What follows belongs to an exercise in optimizing a design on an open flow for small area and a short achievable clock period; a production flow would make more cautious choices.
No driver is modelled on the clock port, so clock power and skew are understated where the tree is cut down; a real chip needs a root buffer or a tree.
Power is estimated from default activity; no workload was simulated.

==> inputs of trial 94 <==
## alu4_top
module alu4_top (
  input  wire        clk,
  input  wire [13:0] i,
  output wire [7:0]  o
);
==> module alu4, before the edit <==
module alu4 (
	i_9_, i_10_, i_7_, i_8_, i_5_, i_6_, i_3_, i_13_,
	i_4_, i_12_, i_1_, i_11_, i_2_, i_0_, o_1_, o_2_, o_0_, o_7_,
	o_5_, o_6_, o_3_, o_4_);
input i_9_;
input i_10_;
input i_7_;
input i_8_;
input i_5_;
input i_6_;
input i_3_;
input i_13_;
input i_4_;
input i_12_;
input i_1_;
input i_11_;
input i_2_;
input i_0_;
output o_1_;
output o_2_;
output o_0_;
output o_7_;
output o_5_;
output o_6_;
output o_3_;
output o_4_;
wire new_n23;
wire new_n24;
wire new_n25;
wire new_n26;
wire new_n27;
wire new_n28;
wire new_n29;
wire new_n30;
wire new_n31;
wire new_n33;
wire new_n34;
wire new_n35;
wire new_n36;
wire new_n37;
wire new_n38;
wire new_n39;
wire new_n40;
wire new_n41;
wire new_n42;
wire new_n43;
wire new_n44;
wire new_n45;
wire new_n46;
wire new_n47;
wire new_n48;
wire new_n49;
wire new_n51;
wire new_n53;
wire new_n54;
wire new_n55;
wire new_n56;
wire new_n57;
wire new_n58;
wire new_n59;
wire new_n60;
wire new_n61;
wire new_n62;
wire new_n64;
wire new_n65;
wire new_n67;
  g_inv g00 (.A(i_13_), .Y(new_n23));
  g_nand2 g01 (.A(new_n23), .B(i_4_), .Y(new_n24));
  g_inv g02 (.A(i_9_), .Y(new_n25));
  g_nand2 g03 (.A(new_n25), .B(i_8_), .Y(new_n26));
  g_o211ai g04 (.A1(i_10_), .A2(i_8_), .B1(i_3_), .C1(new_n26), .Y(new_n27));
  g_inv g05 (.A(i_11_), .Y(new_n28));
  g_a21oi g06 (.A1(i_8_), .A2(i_12_), .B1(i_3_), .Y(new_n29));
  g_o21ai g07 (.A1(i_8_), .A2(new_n28), .B1(new_n29), .Y(new_n30));
  g_nand2 g08 (.A(new_n27), .B(new_n30), .Y(new_n31));
  g_xnor2 g09 (.A(new_n24), .B(new_n31), .Y(o_1_));
  g_o21ai g10 (.A1(i_10_), .A2(i_7_), .B1(i_2_), .Y(new_n33));
  g_a21oi g11 (.A1(new_n25), .A2(i_7_), .B1(new_n33), .Y(new_n34));
  g_a21oi g12 (.A1(i_7_), .A2(i_12_), .B1(i_2_), .Y(new_n35));
  g_o21ai g13 (.A1(i_7_), .A2(new_n28), .B1(new_n35), .Y(new_n36));
  g_inv g14 (.A(i_1_), .Y(new_n37));
  g_nand2 g15 (.A(i_6_), .B(i_12_), .Y(new_n38));
  g_o211ai g16 (.A1(i_6_), .A2(new_n28), .B1(new_n37), .C1(new_n38), .Y(new_n39));
  g_o211ai g17 (.A1(new_n30), .A2(new_n34), .B1(new_n36), .C1(new_n39), .Y(new_n40));
  g_o21ai g18 (.A1(i_10_), .A2(i_6_), .B1(i_1_), .Y(new_n41));
  g_a21oi g19 (.A1(new_n25), .A2(i_6_), .B1(new_n41), .Y(new_n42));
  g_o21ai g20 (.A1(i_10_), .A2(i_5_), .B1(i_0_), .Y(new_n43));
  g_a21oi g21 (.A1(new_n25), .A2(i_5_), .B1(new_n43), .Y(new_n44));
  g_nor2 g22 (.A(new_n42), .B(new_n44), .Y(new_n45));
  g_inv g23 (.A(i_0_), .Y(new_n46));
  g_nand2 g24 (.A(i_5_), .B(i_12_), .Y(new_n47));
  g_o211ai g25 (.A1(i_5_), .A2(new_n28), .B1(new_n46), .C1(new_n47), .Y(new_n48));
  g_inv g26 (.A(new_n48), .Y(new_n49));
  g_a21oi g27 (.A1(new_n40), .A2(new_n45), .B1(new_n49), .Y(o_2_));
  g_nor2 g28 (.A(new_n34), .B(new_n42), .Y(new_n51));
  g_nand3b g29 (.A_N(new_n44), .B(new_n51), .C(new_n27), .Y(o_0_));
  g_nand2 g30 (.A(new_n27), .B(i_4_), .Y(new_n53));
  g_nand3 g31 (.A(new_n53), .B(new_n30), .C(new_n36), .Y(new_n54));
  g_inv g32 (.A(new_n39), .Y(new_n55));
  g_a21oi g33 (.A1(new_n54), .A2(new_n51), .B1(new_n55), .Y(new_n56));
  g_nor2 g34 (.A(new_n44), .B(new_n49), .Y(new_n57));
  g_o21a g35 (.A1(i_13_), .A2(new_n56), .B1(new_n57), .X(new_n58));
  g_nor3 g36 (.A(i_13_), .B(new_n57), .C(new_n56), .Y(new_n59));
  g_nor2 g37 (.A(new_n42), .B(new_n55), .Y(new_n60));
  g_inv g38 (.A(new_n34), .Y(new_n61));
  g_nand3 g39 (.A(new_n54), .B(new_n23), .C(new_n61), .Y(new_n62));
  g_xor2 g40 (.A(new_n60), .B(new_n62), .X(o_5_));
  g_nand2 g41 (.A(new_n61), .B(new_n36), .Y(new_n64));
  g_a21oi g42 (.A1(new_n53), .A2(new_n30), .B1(i_13_), .Y(new_n65));
  g_xor2 g43 (.A(new_n64), .B(new_n65), .X(o_6_));
  g_nand3 g44 (.A(o_5_), .B(o_1_), .C(o_6_), .Y(new_n67));
  g_nor3 g45 (.A(new_n58), .B(new_n59), .C(new_n67), .Y(o_7_));
  g_o21ai g46 (.A1(new_n44), .A2(new_n56), .B1(new_n48), .Y(o_3_));
  g_nor2 g47 (.A(new_n59), .B(new_n58), .Y(o_4_));
endmodule
==> module g_nand3b, before the edit <==
module g_nand3b (A_N, B, C, Y);
  input A_N;
  input B;
  input C;
  output Y;
  assign Y = (A_N) | (~B) | (~C);
endmodule
==> module g_o21a, before the edit <==
module g_o21a (A1, A2, B1, X);
  input A1;
  input A2;
  input B1;
  output X;
  assign X = (A1&B1) | (A2&B1);
endmodule
==> flow/config.mk <==
export PLATFORM = sky130hd
export DESIGN_NAME = alu4_top
export DESIGN_NICKNAME = alu4_top
export VERILOG_FILES = /design/flow/design.v
export SDC_FILE = /design/flow/constraint.sdc
export NUM_CORES = 4
export LEC_CHECK = 0
export CAP_MARGIN = 20
export CORE_MARGIN = 2
export CORE_UTILIZATION = 50
export SLEW_MARGIN = 20
export SYNTH_HIERARCHICAL = 1
export SYNTH_MINIMUM_KEEP_SIZE = 0
==> flow/constraint.sdc <==
create_clock -name core_clock -period 5.0 [get_ports {clk}]
set_input_delay 1.0000 -clock core_clock [delete_from_list [all_inputs] [get_ports {clk}]]
set_output_delay 1.0000 -clock core_clock [all_outputs]
set_load 0.01 [all_outputs]
standard.sh (not shown) runs the stock make flow with config.mk's settings and CLKGATE_MAP_FILE= SYNTH_SCRIPT=/design/flow/synth_recipe.tcl, a recipe that flattens the netlist after the stock synthesis.
==> flow/flow/run.sh <==
#!/bin/bash
# Standard ORFS layout (the standard.sh) with these changes:
#  - port buffers are buf_1 (input) and buf_2 (output) instead of the delay cell
#    buffer_ports picks by default;
#  - before floorplanning, combinational cells that synthesis upsized are put back
#    to drive 1 (downsize.tcl); timing repair may upsize them again;
#  - clock tree synthesis is replaced by one buf_12 between the clock port and all
#    22 register clock pins (clk_tree.tcl), so every register sees the same clock.
# Each tool's output goes to its own log file here.
set -e
export BUFFER_PORTS_ARGS="-buffer_cell sky130_fd_sc_hd__buf_1"
export PRE_FLOORPLAN_TCL=$(pwd)/flow/downsize.tcl
bash standard.sh place > standard_place.log 2>&1
export RES=$(pwd)/orfs/results/$FLOW_PLATFORM/alu4_top/base
export CLKBUF=sky130_fd_sc_hd__buf_12
export OUTBUF=sky130_fd_sc_hd__buf_2
openroad -no_init -exit flow/clk_tree.tcl > clk_tree.log 2>&1
bash standard.sh > standard_finish.log 2>&1
Other scripts of this flow, unchanged in this note and not shown: flow/flow/clk_tree.tcl, flow/flow/downsize.tcl
==> inputs of build 6, as changes to trial 94 <==
==> flow/design.v (replaced) <==
module alu4_top (
  input  wire        clk,
  input  wire [13:0] i,
  output wire [7:0]  o
);
  reg  [13:0] a_q;
  reg  [7:0]  y_q;
  wire [7:0]  y_c;
  alu4 u_alu4 (
    .i_0_(a_q[0]),
    .i_1_(a_q[1]),
    .i_2_(a_q[2]),
    .i_3_(a_q[3]),
    .i_4_(a_q[4]),
    .i_5_(a_q[5]),
    .i_6_(a_q[6]),
    .i_7_(a_q[7]),
    .i_8_(a_q[8]),
    .i_9_(a_q[9]),
    .i_10_(a_q[10]),
    .i_11_(a_q[11]),
    .i_12_(a_q[12]),
    .i_13_(a_q[13]),
    .o_0_(y_c[0]),
    .o_1_(y_c[1]),
    .o_2_(y_c[2]),
    .o_3_(y_c[3]),
    .o_4_(y_c[4]),
    .o_5_(y_c[5]),
    .o_6_(y_c[6]),
    .o_7_(y_c[7])
  );
  always @(posedge clk) begin
    a_q <= i;
    y_q <= y_c;
  end
  assign o = y_q;
endmodule

module alu4 (
	i_9_, i_10_, i_7_, i_8_, i_5_, i_6_, i_3_, i_13_,
	i_4_, i_12_, i_1_, i_11_, i_2_, i_0_, o_1_, o_2_, o_0_, o_7_,
	o_5_, o_6_, o_3_, o_4_);
input i_9_;
input i_10_;
input i_7_;
input i_8_;
input i_5_;
input i_6_;
input i_3_;
input i_13_;
input i_4_;
input i_12_;
input i_1_;
input i_11_;
input i_2_;
input i_0_;
output o_1_;
output o_2_;
output o_0_;
output o_7_;
output o_5_;
output o_6_;
output o_3_;
output o_4_;
wire new_n23;
wire new_n24;
wire new_n25;
wire new_n26;
wire new_n27;
wire new_n28;
wire new_n29;
wire new_n30;
wire new_n31;
wire new_n33;
wire new_n34;
wire new_n35;
wire new_n36;
wire new_n37;
wire new_n38;
wire new_n39;
wire new_n40;
wire new_n41;
wire new_n42;
wire new_n43;
wire new_n44;
wire new_n45;
wire new_n46;
wire new_n48;
wire new_n50;
wire new_n51;
wire new_n52;
wire new_n53;
wire new_n54;
wire new_n55;
wire new_n56;
wire new_n57;
wire new_n58;
wire new_n59;
wire new_n60;
wire new_n62;
wire new_n63;
wire new_n65;
wire new_n67;
  g_inv g00 (.A(i_13_), .Y(new_n23));
  g_nand2 g01 (.A(new_n23), .B(i_4_), .Y(new_n24));
  g_inv g02 (.A(i_9_), .Y(new_n25));
  g_nand2 g03 (.A(new_n25), .B(i_8_), .Y(new_n26));
  g_o211ai g04 (.A1(i_10_), .A2(i_8_), .B1(i_3_), .C1(new_n26), .Y(new_n27));
  g_inv g05 (.A(i_11_), .Y(new_n28));
  g_a21oi g06 (.A1(i_8_), .A2(i_12_), .B1(i_3_), .Y(new_n29));
  g_o21ai g07 (.A1(i_8_), .A2(new_n28), .B1(new_n29), .Y(new_n30));
  g_nand2 g08 (.A(new_n27), .B(new_n30), .Y(new_n31));
  g_xnor2 g09 (.A(new_n24), .B(new_n31), .Y(o_1_));
  g_o21ai g10 (.A1(i_10_), .A2(i_7_), .B1(i_2_), .Y(new_n33));
  g_a21oi g11 (.A1(new_n25), .A2(i_7_), .B1(new_n33), .Y(new_n34));
  g_a21oi g12 (.A1(i_6_), .A2(i_12_), .B1(i_1_), .Y(new_n35));
  g_o21ai g13 (.A1(i_6_), .A2(new_n28), .B1(new_n35), .Y(new_n36));
  g_a21oi g14 (.A1(i_7_), .A2(i_12_), .B1(i_2_), .Y(new_n37));
  g_o21ai g15 (.A1(i_7_), .A2(new_n28), .B1(new_n37), .Y(new_n38));
  g_o211ai g16 (.A1(new_n30), .A2(new_n34), .B1(new_n36), .C1(new_n38), .Y(new_n39));
  g_o21ai g17 (.A1(i_10_), .A2(i_6_), .B1(i_1_), .Y(new_n40));
  g_a21oi g18 (.A1(new_n25), .A2(i_6_), .B1(new_n40), .Y(new_n41));
  g_o21ai g19 (.A1(i_10_), .A2(i_5_), .B1(i_0_), .Y(new_n42));
  g_a21oi g20 (.A1(new_n25), .A2(i_5_), .B1(new_n42), .Y(new_n43));
  g_nor2 g21 (.A(new_n41), .B(new_n43), .Y(new_n44));
  g_nor2 g22 (.A(i_5_), .B(new_n28), .Y(new_n45));
  g_a211oi g23 (.A1(i_5_), .A2(i_12_), .B1(i_0_), .C1(new_n45), .Y(new_n46));
  g_a21oi g24 (.A1(new_n39), .A2(new_n44), .B1(new_n46), .Y(o_2_));
  g_inv g25 (.A(new_n34), .Y(new_n48));
  g_nand3 g26 (.A(new_n44), .B(new_n27), .C(new_n48), .Y(o_0_));
  g_nand2 g27 (.A(new_n27), .B(i_4_), .Y(new_n50));
  g_nand3 g28 (.A(new_n50), .B(new_n30), .C(new_n38), .Y(new_n51));
  g_inv g29 (.A(new_n41), .Y(new_n52));
  g_nand3 g30 (.A(new_n51), .B(new_n48), .C(new_n52), .Y(new_n53));
  g_nand2 g31 (.A(new_n53), .B(new_n36), .Y(new_n54));
  g_nand2 g32 (.A(new_n54), .B(new_n23), .Y(new_n55));
  g_nor2 g33 (.A(new_n43), .B(new_n46), .Y(new_n56));
  g_and2 g34 (.A(new_n55), .B(new_n56), .X(new_n57));
  g_nor2 g35 (.A(new_n56), .B(new_n55), .Y(new_n58));
  g_nand2 g36 (.A(new_n52), .B(new_n36), .Y(new_n59));
  g_nand3 g37 (.A(new_n51), .B(new_n23), .C(new_n48), .Y(new_n60));
  g_xnor2 g38 (.A(new_n59), .B(new_n60), .Y(o_5_));
  g_nand2 g39 (.A(new_n48), .B(new_n38), .Y(new_n62));
  g_a21oi g40 (.A1(new_n50), .A2(new_n30), .B1(i_13_), .Y(new_n63));
  g_xor2 g41 (.A(new_n62), .B(new_n63), .X(o_6_));
  g_nand3 g42 (.A(o_5_), .B(o_1_), .C(o_6_), .Y(new_n65));
  g_nor3 g43 (.A(new_n57), .B(new_n58), .C(new_n65), .Y(o_7_));
  g_inv g44 (.A(new_n43), .Y(new_n67));
  g_a21o g45 (.A1(new_n54), .A2(new_n67), .B1(new_n46), .X(o_3_));
  g_nor2 g46 (.A(new_n58), .B(new_n57), .Y(o_4_));
endmodule
module g_a211oi (A1, A2, B1, C1, Y);
  input A1;
  input A2;
  input B1;
  input C1;
  output Y;
  assign Y = (~A1&~B1&~C1) | (~A2&~B1&~C1);
endmodule
module g_a21o (A1, A2, B1, X);
  input A1;
  input A2;
  input B1;
  output X;
  assign X = (A1&A2) | (B1);
endmodule
module g_a21oi (A1, A2, B1, Y);
  input A1;
  input A2;
  input B1;
  output Y;
  assign Y = (~A1&~B1) | (~A2&~B1);
endmodule
module g_and2 (A, B, X);
  input A;
  input B;
  output X;
  assign X = (A&B);
endmodule
module g_inv (A, Y);
  input A;
  output Y;
  assign Y = (~A);
endmodule
module g_nand2 (A, B, Y);
  input A;
  input B;
  output Y;
  assign Y = (~A) | (~B);
endmodule
module g_nand3 (A, B, C, Y);
  input A;
  input B;
  input C;
  output Y;
  assign Y = (~A) | (~B) | (~C);
endmodule
module g_nor2 (A, B, Y);
  input A;
  input B;
  output Y;
  assign Y = (~A&~B);
endmodule
module g_nor3 (A, B, C, Y);
  input A;
  input B;
  input C;
  output Y;
  assign Y = (~A&~B&~C);
endmodule
module g_o211ai (A1, A2, B1, C1, Y);
  input A1;
  input A2;
  input B1;
  input C1;
  output Y;
  assign Y = (~A1&~A2) | (~B1) | (~C1);
endmodule
module g_o21ai (A1, A2, B1, Y);
  input A1;
  input A2;
  input B1;
  output Y;
  assign Y = (~A1&~A2) | (~B1);
endmodule
module g_xnor2 (A, B, Y);
  input A;
  input B;
  output Y;
  assign Y = (~A&~B) | (A&B);
endmodule
module g_xor2 (A, B, X);
  input A;
  input B;
  output X;
  assign X = (A&~B) | (~A&B);
endmodule
--- a/flow/config.mk
+++ b/flow/config.mk
@@ -7,6 +7,6 @@
 export LEC_CHECK = 0
 export CAP_MARGIN = 20
-export CORE_MARGIN = 2
-export CORE_UTILIZATION = 50
+export CORE_AREA = 2 2 61 61
+export DIE_AREA = 0 0 63 63
 export SLEW_MARGIN = 20
 export SYNTH_HIERARCHICAL = 1
==> summary of the runs <==
Against trial 94, the core utilization of build 6 is lower by 38 points. Of trial 94 and build 6, trial 94 has the higher synthesized cell count (gap 1.4%, measured against build 6). Between trial 94 and build 6, the lower fmax is in build 6 (gap 0.47%, measured against build 6). Between build 6 and trial 94, the lower register-to-register slack is in trial 94 (gap 0.02 ns). Of trial 94 and build 6, trial 94 has the higher setup slack (gap 0.0072 ns). Between build 6 and trial 94, the lower final cell count is in trial 94 (gap about 28%, measured against trial 94). In power, build 6 and trial 94 hardly differ. Against build 6, the global-route usage of trial 94 is higher by 7.9 points. In first-iteration DRC count, trial 94 and build 6 do not differ. Of build 6 and trial 94, build 6 has the higher routed wire length (gap 9.2%, measured against trial 94).
Function was not checked in any run of this note: the RTL went through the layout flow alone. In every run of this note, the design's own scripts or RTL, not TritonCTS, make the clock network.

[what the ideal ports hide]
The flow's constraints put no driver on any port. The routed layouts listed below were extracted and timed again, unchanged, in two steps.
Step 1 assumes that a clkbuf_16 drives the clock port and a buf_2 every other input.
Step 2 adds t to the input delays and takes it off the output delays; t is the mean of the earliest and latest rising clock arrival at the registers after step 1. Input paths then give back, and output paths get back, about the clock's delay inside the block.
Slacks: ideal ports / drivers / drivers and shift; pairs: ideal ports / drivers.
| run | t, ns | slack for setup (ns) | hold WS [ns] | worst setup path at the end |
|---|---|---|---|---|
| trial 94 | 0.147 | 3.455 / 3.425 / 3.527 | 0.509 / 0.509 / 0.509 | register to register |
| build 6 | 0.142 | 3.448 / 3.420 / 3.551 | 0.509 / 0.509 / 0.509 | register to register |
After both steps every run listed still meets setup and hold.
